Source: an optimization exercise on an open RTL-to-GDS flow (aim: small area, a short achievable clock period and few clock cycles per item). Production flows keep margins and buffers that such runs may drop. At most, simulation tests tie the RTL to the original design; equivalence was not proved.

==> flow/design.v <==
module cordi_arch
(
	input [15:0] theta,
	input bgn,
	input clk,
	input rst_b,
	output [15:0] cos,
	output fin
);
reg [15:0] x, y, z;
reg [3:0] i;
reg busy, first, last, fin_r;
reg n1;
reg xsub;
reg [3:0] hsx, lsx, hsy, lsy;
wire [3:0] in = busy ? i + {3'd0, i == 4'd0} + 4'd1 : 4'd0;
wire [3:0] hn = 4'b0001 << in[3:2];
wire [3:0] ln = 4'b0001 << in[1:0];
wire neg = z[15];
wire [15:0] atan = (i == 4'd0) ? ((neg ^ n1) ? 16'h1498 : 16'h4ff0) :
                   (i == 4'd1) ? 16'h1dac :
                   (i == 4'd2) ? 16'h0fae :
                   (i == 4'd3) ? 16'h07f5 :
                   (i == 4'd4) ? 16'h03ff : (16'h4000 >> i);
function [15:0] ash;
	input [15:0] v;
	input [3:0] h, l;
	reg [15:0] m;
	integer j;
	begin
		for (j = 0; j < 16; j = j + 1)
			m[j] = (h[0] & v[j]) | (h[1] & v[j+4 > 15 ? 15 : j+4]) |
			       (h[2] & v[j+8 > 15 ? 15 : j+8]) | (h[3] & v[j+12 > 15 ? 15 : j+12]);
		for (j = 0; j < 16; j = j + 1)
			ash[j] = (l[0] & m[j]) | (l[1] & m[j+1 > 15 ? 15 : j+1]) |
			         (l[2] & m[j+2 > 15 ? 15 : j+2]) | (l[3] & m[j+3 > 15 ? 15 : j+3]);
	end
endfunction
wire [15:0] ysc = ash(y ^ {16{xsub}}, hsx, lsx);
wire [15:0] xsc = ash(x ^ {16{neg}}, ~hsy, ~lsy);
wire [16:0] x_sum = {x, 1'b1} + {ysc, xsub};
wire [16:0] y_sum = {y, 1'b1} + {xsc, neg};
wire [16:0] z_sum = {z, 1'b1} + {atan ^ {16{~neg}}, ~neg};
wire [15:0] x_add = x_sum[16:1];
wire [15:0] y_add = y_sum[16:1];
wire [15:0] z_add = z_sum[16:1];
wire [15:0] z_nxt = busy ? z_add : theta;
wire busy_nxt = busy ? ~last : bgn;
wire [15:0] x2 = neg ? (n1 ? 16'd4974 : 16'd14924) : (n1 ? 16'd14923 : 16'd4975);
wire [15:0] y2 = neg ? (n1 ? -16'sd14923 : -16'sd4975) : (n1 ? 16'd4975 : 16'd14923);
function lt15;
	input [14:0] t, c;
	reg eq;
	integer k;
	begin
		lt15 = 1'b0;
		eq = 1'b1;
		for (k = 14; k >= 0; k = k - 1) begin
			lt15 = lt15 | (eq & c[k] & ~t[k]);
			eq = eq & ~(c[k] ^ t[k]);
		end
	end
endfunction
wire n1_nxt = theta[15] ? lt15(theta[14:0], 15'h4dbc) : lt15(theta[14:0], 15'h3244);
always @(posedge clk) begin
	x <= first ? x2 : x_add;
	y <= first ? y2 : ((busy & ~last) ? y_add : 16'h0000);
	z <= z_nxt;
	xsub <= ~z_nxt[15] & busy_nxt;
	n1 <= n1_nxt;
	i <= in;
	hsx <= hn; lsx <= ln;
	hsy <= ~hn; lsy <= ~ln;
	first <= bgn & ~busy;
	last <= busy & (i == 4'd14);
end
always @(posedge clk or negedge rst_b) begin
	if (!rst_b) begin
		busy <= 1'b0;
		fin_r <= 1'b0;
	end else begin
		busy <= busy_nxt;
		fin_r <= busy & last;
	end
end
assign cos = x;
assign fin = fin_r;
endmodule
clock: 10.0 ns
lec_check: 0
abc_area: 1
cap_margin: 20
core_margin: 2
core_utilization: 40
gpl_timing_driven: 0
slew_margin: 20
tns_end_percent: 0
standard.sh (not shown) runs the stock make flow with config.mk's settings and CLKGATE_MAP_FILE= SYNTH_SCRIPT=/design/flow/synth_recipe.tcl, a recipe that flattens the netlist after the stock synthesis.
==> flow/flow/run.sh <==
#!/bin/bash
# Standard ORFS layout, with buf_2 port buffers and repair_timing aiming for a
# larger setup margin (on the worst path only: TNS_END_PERCENT 0 in config.mk).
set -euo pipefail
bash standard.sh "BUFFER_PORTS_ARGS=-buffer_cell sky130_fd_sc_hd__buf_2" SETUP_SLACK_MARGIN=6.9 finish > standard_flow.log 2>&1
Rerun with:
--- a/flow/design.v
+++ b/flow/design.v
@@ -9,18 +9,16 @@
 );
 reg [15:0] x, y, z;
 reg [3:0] i;
 reg busy, first, last, fin_r;
-reg n1;
+reg e1, e2;
 reg xsub;
 reg [3:0] hsx, lsx, hsy, lsy;
-wire [3:0] in = busy ? i + {3'd0, i == 4'd0} + 4'd1 : 4'd0;
+wire [3:0] in = busy ? ((i == 4'd0) ? 4'd3 : i + 4'd1) : 4'd0;
 wire [3:0] hn = 4'b0001 << in[3:2];
 wire [3:0] ln = 4'b0001 << in[1:0];
 wire neg = z[15];
-wire [15:0] atan = (i == 4'd0) ? ((neg ^ n1) ? 16'h1498 : 16'h4ff0) :
-                   (i == 4'd1) ? 16'h1dac :
-                   (i == 4'd2) ? 16'h0fae :
+wire [15:0] atan = first ? (e1 ? (e2 ? 16'h04ea : 16'h2446) : (e2 ? 16'h4042 : 16'h5f9e)) :
                    (i == 4'd3) ? 16'h07f5 :
                    (i == 4'd4) ? 16'h03ff : (16'h4000 >> i);
 function [15:0] ash;
 	input [15:0] v;
@@ -45,10 +43,20 @@
 wire [15:0] y_add = y_sum[16:1];
 wire [15:0] z_add = z_sum[16:1];
 wire [15:0] z_nxt = busy ? z_add : theta;
 wire busy_nxt = busy ? ~last : bgn;
-wire [15:0] x2 = neg ? (n1 ? 16'd4974 : 16'd14924) : (n1 ? 16'd14923 : 16'd4975);
-wire [15:0] y2 = neg ? (n1 ? -16'sd14923 : -16'sd4975) : (n1 ? 16'd4975 : 16'd14923);
+reg [15:0] x3, y3;
+always @(*)
+	case ({neg, e1 ^ neg, e2 ^ neg})
+	3'b000: begin x3 = 16'd1245;  y3 = 16'd16166;   end
+	3'b001: begin x3 = 16'd8705;  y3 = 16'd13680;   end
+	3'b010: begin x3 = 16'd13680; y3 = 16'd8705;    end
+	3'b011: begin x3 = 16'd16166; y3 = 16'd1245;    end
+	3'b100: begin x3 = 16'd16168; y3 = -16'sd1244;  end
+	3'b101: begin x3 = 16'd13680; y3 = -16'sd8706;  end
+	3'b110: begin x3 = 16'd8705;  y3 = -16'sd13680; end
+	default: begin x3 = 16'd1243; y3 = -16'sd16166; end
+	endcase
 function lt15;
 	input [14:0] t, c;
 	reg eq;
 	integer k;
@@ -60,15 +68,20 @@
 			eq = eq & ~(c[k] ^ t[k]);
 		end
 	end
 endfunction
-wire n1_nxt = theta[15] ? lt15(theta[14:0], 15'h4dbc) : lt15(theta[14:0], 15'h3244);
+wire [14:0] t = theta[14:0];
+wire n1_nxt = theta[15] ? lt15(t, 15'h4dbc) : lt15(t, 15'h3244);
+wire n2_a = theta[15] ? lt15(t, 15'h3010) : lt15(t, 15'h1498);
+wire n2_b = theta[15] ? lt15(t, 15'h6b68) : lt15(t, 15'h4ff0);
+wire n2_nxt = n1_nxt ? n2_a : n2_b;
 always @(posedge clk) begin
-	x <= first ? x2 : x_add;
-	y <= first ? y2 : ((busy & ~last) ? y_add : 16'h0000);
+	x <= first ? x3 : x_add;
+	y <= first ? y3 : ((busy & ~last) ? y_add : 16'h0000);
 	z <= z_nxt;
 	xsub <= ~z_nxt[15] & busy_nxt;
-	n1 <= n1_nxt;
+	e1 <= n1_nxt ^ theta[15];
+	e2 <= n2_nxt ^ theta[15];
 	i <= in;
 	hsx <= hn; lsx <= ln;
 	hsy <= ~hn; lsy <= ~ln;
 	first <= bgn & ~busy;
- The new run completed without violations
- via count goes up by 6.7%
- worst setup slack is worse by 0.0050 ns
- cell count increases by 7.2%
- count of clock-buffer cells in the layout climbs by 2
- hold slack degrades by 0.018 ns
- utilization falls by 1.5 points
Function was not checked in any run of this note: the RTL went through the layout flow alone.

* * *

// cordi_arch: RTL as listed in full above, without the edits since
clock: 10.0 ns
lec_check: 0
abc_area: 1
cap_margin: 20
core_margin: 2
core_utilization: 40
gpl_timing_driven: 0
slew_margin: 20
tns_end_percent: 0
==> flow/flow/run.sh <==
#!/bin/bash
# Standard ORFS layout; repair_timing aims for a larger setup margin.
set -euo pipefail
bash standard.sh SETUP_SLACK_MARGIN=6.9 finish > standard_flow.log 2>&1
Rerun with:
--- a/flow/design.v
+++ b/flow/design.v
@@ -38,12 +38,9 @@
 endfunction
 wire [15:0] ysc = ash(y ^ {16{xsub}}, hsx, lsx);
 wire [15:0] xsc = ash(x ^ {16{neg}}, ~hsy, ~lsy);
-wire [16:0] x_sum = {x, 1'b1} + {ysc, xsub};
-wire [16:0] y_sum = {y, 1'b1} + {xsc, neg};
-wire [16:0] z_sum = {z, 1'b1} + {atan ^ {16{~neg}}, ~neg};
-wire [15:0] x_add = x_sum[16:1];
-wire [15:0] y_add = y_sum[16:1];
-wire [15:0] z_add = z_sum[16:1];
+wire [15:0] x_add = x + ysc + {15'd0, xsub};
+wire [15:0] y_add = y + xsc + {15'd0, neg};
+wire [15:0] z_add = z + (atan ^ {16{~neg}}) + {15'd0, ~neg};
 wire [15:0] z_nxt = busy ? z_add : theta;
 wire busy_nxt = busy ? ~last : bgn;
 wire [15:0] x2 = neg ? (n1 ? 16'd4974 : 16'd14924) : (n1 ? 16'd14923 : 16'd4975);
The changed run completed without violations. Register-to-register slack is better by 0.03 ns. Cell area hardly moves. Final cell count shrinks slightly. Via count shrinks slightly. Routed wire length shrinks by a few percent. Area after synthesis shrinks slightly. First-iteration DRC count grows by roughly a tenth. Worst setup slack is better by 0.035 ns. Count of clock-buffer cells in the layout grows by 3. Die area shrinks slightly. Global-route usage grows by 0.28 points. Worst hold slack is about the same.
Testbench counts after the change, summed over its fixed seeds: cycles 34,816, items 2,048.
No functional check of the RTL was part of the first run of this note.

* * *

Setup of maple:
Starts from the design.v that is shown in full above.
Settings: LEC_CHECK=0, ABC_AREA=1, CAP_MARGIN=20, CORE_MARGIN=2, CORE_UTILIZATION=40, CTS_BUF_LIST=sky130_fd_sc_hd__clkbuf_8, CTS_CLUSTER_SIZE=30, GPL_TIMING_DRIVEN=0, SLEW_MARGIN=20, TNS_END_PERCENT=0; clock period 10.0 ns.
==> flow/flow/run.sh <==
#!/bin/bash
# Standard ORFS layout, with buf_2 port buffers and repair_timing aiming for a
# larger setup margin (on the worst path only: TNS_END_PERCENT 0 in config.mk).
set -euo pipefail
bash standard.sh "BUFFER_PORTS_ARGS=-buffer_cell sky130_fd_sc_hd__buf_2" SETUP_SLACK_MARGIN=6.9 finish > standard_flow.log 2>&1
maple went all the way through the flow, and no timing, DRC or antenna check failed.
--- input diff maple..nickel ---
-- flow/design.v --
<<< maple, line 9
);
reg [15:0] x, y, z;
reg [3:0] i;
reg busy, first, last, fin_r;
reg n1;
reg xsub;
reg [3:0] hsx, lsx, hsy, lsy;
wire [3:0] in = busy ? i + {3'd0, i == 4'd0} + 4'd1 : 4'd0;
wire [3:0] hn = 4'b0001 << in[3:2];
wire [3:0] ln = 4'b0001 << in[1:0];
wire neg = z[15];
wire [15:0] atan = (i == 4'd0) ? ((neg ^ n1) ? 16'h1498 : 16'h4ff0) :
                   (i == 4'd1) ? 16'h1dac :
                   (i == 4'd2) ? 16'h0fae :
                   (i == 4'd3) ? 16'h07f5 :
                   (i == 4'd4) ? 16'h03ff : (16'h4000 >> i);
function [15:0] ash;
	input [15:0] v;
>>> nickel, line 9
);
reg [15:0] x, y, z;
reg busy, first, last, fin_r;
reg n1;
reg xsub;
reg [3:0] hsx, lsx;
wire [3:0] ln = ~busy ? 4'b0001 : first ? 4'b0100 : {lsx[2:0], lsx[3]};
wire [3:0] hn = ~busy ? 4'b0001 : lsx[3] ? {hsx[2:0], hsx[3]} : hsx;
wire neg = z[15];
function [15:0] atan_tab;
	input [3:0] h, l;
	integer k;
	reg [15:0] a;
	begin
		atan_tab = 16'h0000;
		for (k = 2; k < 16; k = k + 1) begin
			a = (k == 2) ? 16'h0fae : (k == 3) ? 16'h07f5 : (k == 4) ? 16'h03ff : (16'h4000 >> k);
			if (h[k / 4] & l[k % 4]) atan_tab = atan_tab | a;
		end
	end
endfunction
wire [15:0] atan = first ? ((neg ^ n1) ? 16'h1498 : 16'h4ff0) : atan_tab(hsx, lsx);
function [15:0] ash;
	input [15:0] v;
<<< maple, line 38
endfunction
wire [15:0] ysc = ash(y ^ {16{xsub}}, hsx, lsx);
wire [15:0] xsc = ash(x ^ {16{neg}}, ~hsy, ~lsy);
wire [16:0] x_sum = {x, 1'b1} + {ysc, xsub};
wire [16:0] y_sum = {y, 1'b1} + {xsc, neg};
>>> nickel, line 44
endfunction
wire [15:0] ysc = ash(y ^ {16{xsub}}, hsx, lsx);
wire [15:0] xsc = ash(x ^ {16{neg}}, hsx, lsx);
wire [16:0] x_sum = {x, 1'b1} + {ysc, xsub};
wire [16:0] y_sum = {y, 1'b1} + {xsc, neg};
<<< maple, line 69
	xsub <= ~z_nxt[15] & busy_nxt;
	n1 <= n1_nxt;
	i <= in;
	hsx <= hn; lsx <= ln;
	hsy <= ~hn; lsy <= ~ln;
	first <= bgn & ~busy;
	last <= busy & (i == 4'd14);
end
always @(posedge clk or negedge rst_b) begin
>>> nickel, line 75
	xsub <= ~z_nxt[15] & busy_nxt;
	n1 <= n1_nxt;
	hsx <= hn; lsx <= ln;
	first <= bgn & ~busy;
	last <= busy & hsx[3] & lsx[2];
end
always @(posedge clk or negedge rst_b) begin
Results
- Cell count down about 0.47% in nickel wrt maple
- Density: nickel denser than maple
- Summary — core area, nickel relative to maple: lower, by 510 um2.
- The standard cells in nickel occupy less silicon area than those in maple do.
- Compared with maple, in nickel multi-input combinational area share now larger, number of cells on the worst reg-to-reg path now smaller, final cycle utilization of the critical path now larger.
- ~same layout overhead on the synthesized area in maple and nickel
- Relative to maple, sequential share of layout area has decreased by 2.8 points in nickel.
- Route | nickel vs maple | wire longer in nickel
- The non-clock buffer count in nickel was higher than what maple gave.
No functional check of the RTL was part of any run of this note.

static timing again, ports no longer ideal:
No port has a modelled driver above. Below, the same layouts with a new extraction and two added sets of constraints. Step 1 sets driving cells, clkbuf_16 on the clock port and buf_2 on the other inputs (assumed; they add their load-dependent delay and slew). Step 2, shift: input delay + t, output delay - t, t = (earliest + latest rising clock arrival at the registers) / 2. This alone moves slack from input paths to output paths. Slacks: ideal ports / drivers / drivers and shift; pairs: ideal ports / drivers.
run	t, ns	setup WS [ns]	worst hold slack (ns)
the first run of note 1	0.385	6.922 / 6.881 / 6.925	0.474 / 0.474 / 0.474
the second run of note 1	0.385	6.917 / 6.917 / 6.739	0.457 / 0.457 / 0.457
the first run of note 2	0.388	6.660 / 6.618 / 6.567	0.474 / 0.474 / 0.474
the second run of note 2	0.387	6.694 / 6.651 / 6.765	0.473 / 0.473 / 0.473
maple	0.414	6.970 / 6.934 / 6.935	0.481 / 0.481 / 0.481
nickel	0.410	6.925 / 6.925 / 6.925	0.456 / 0.456 / 0.456
After both steps every run listed still meets setup and hold. For the second run of note 1, which loses most, drivers alone change the setup slack by 0.000 ns; drivers and shift together by -0.178 ns.
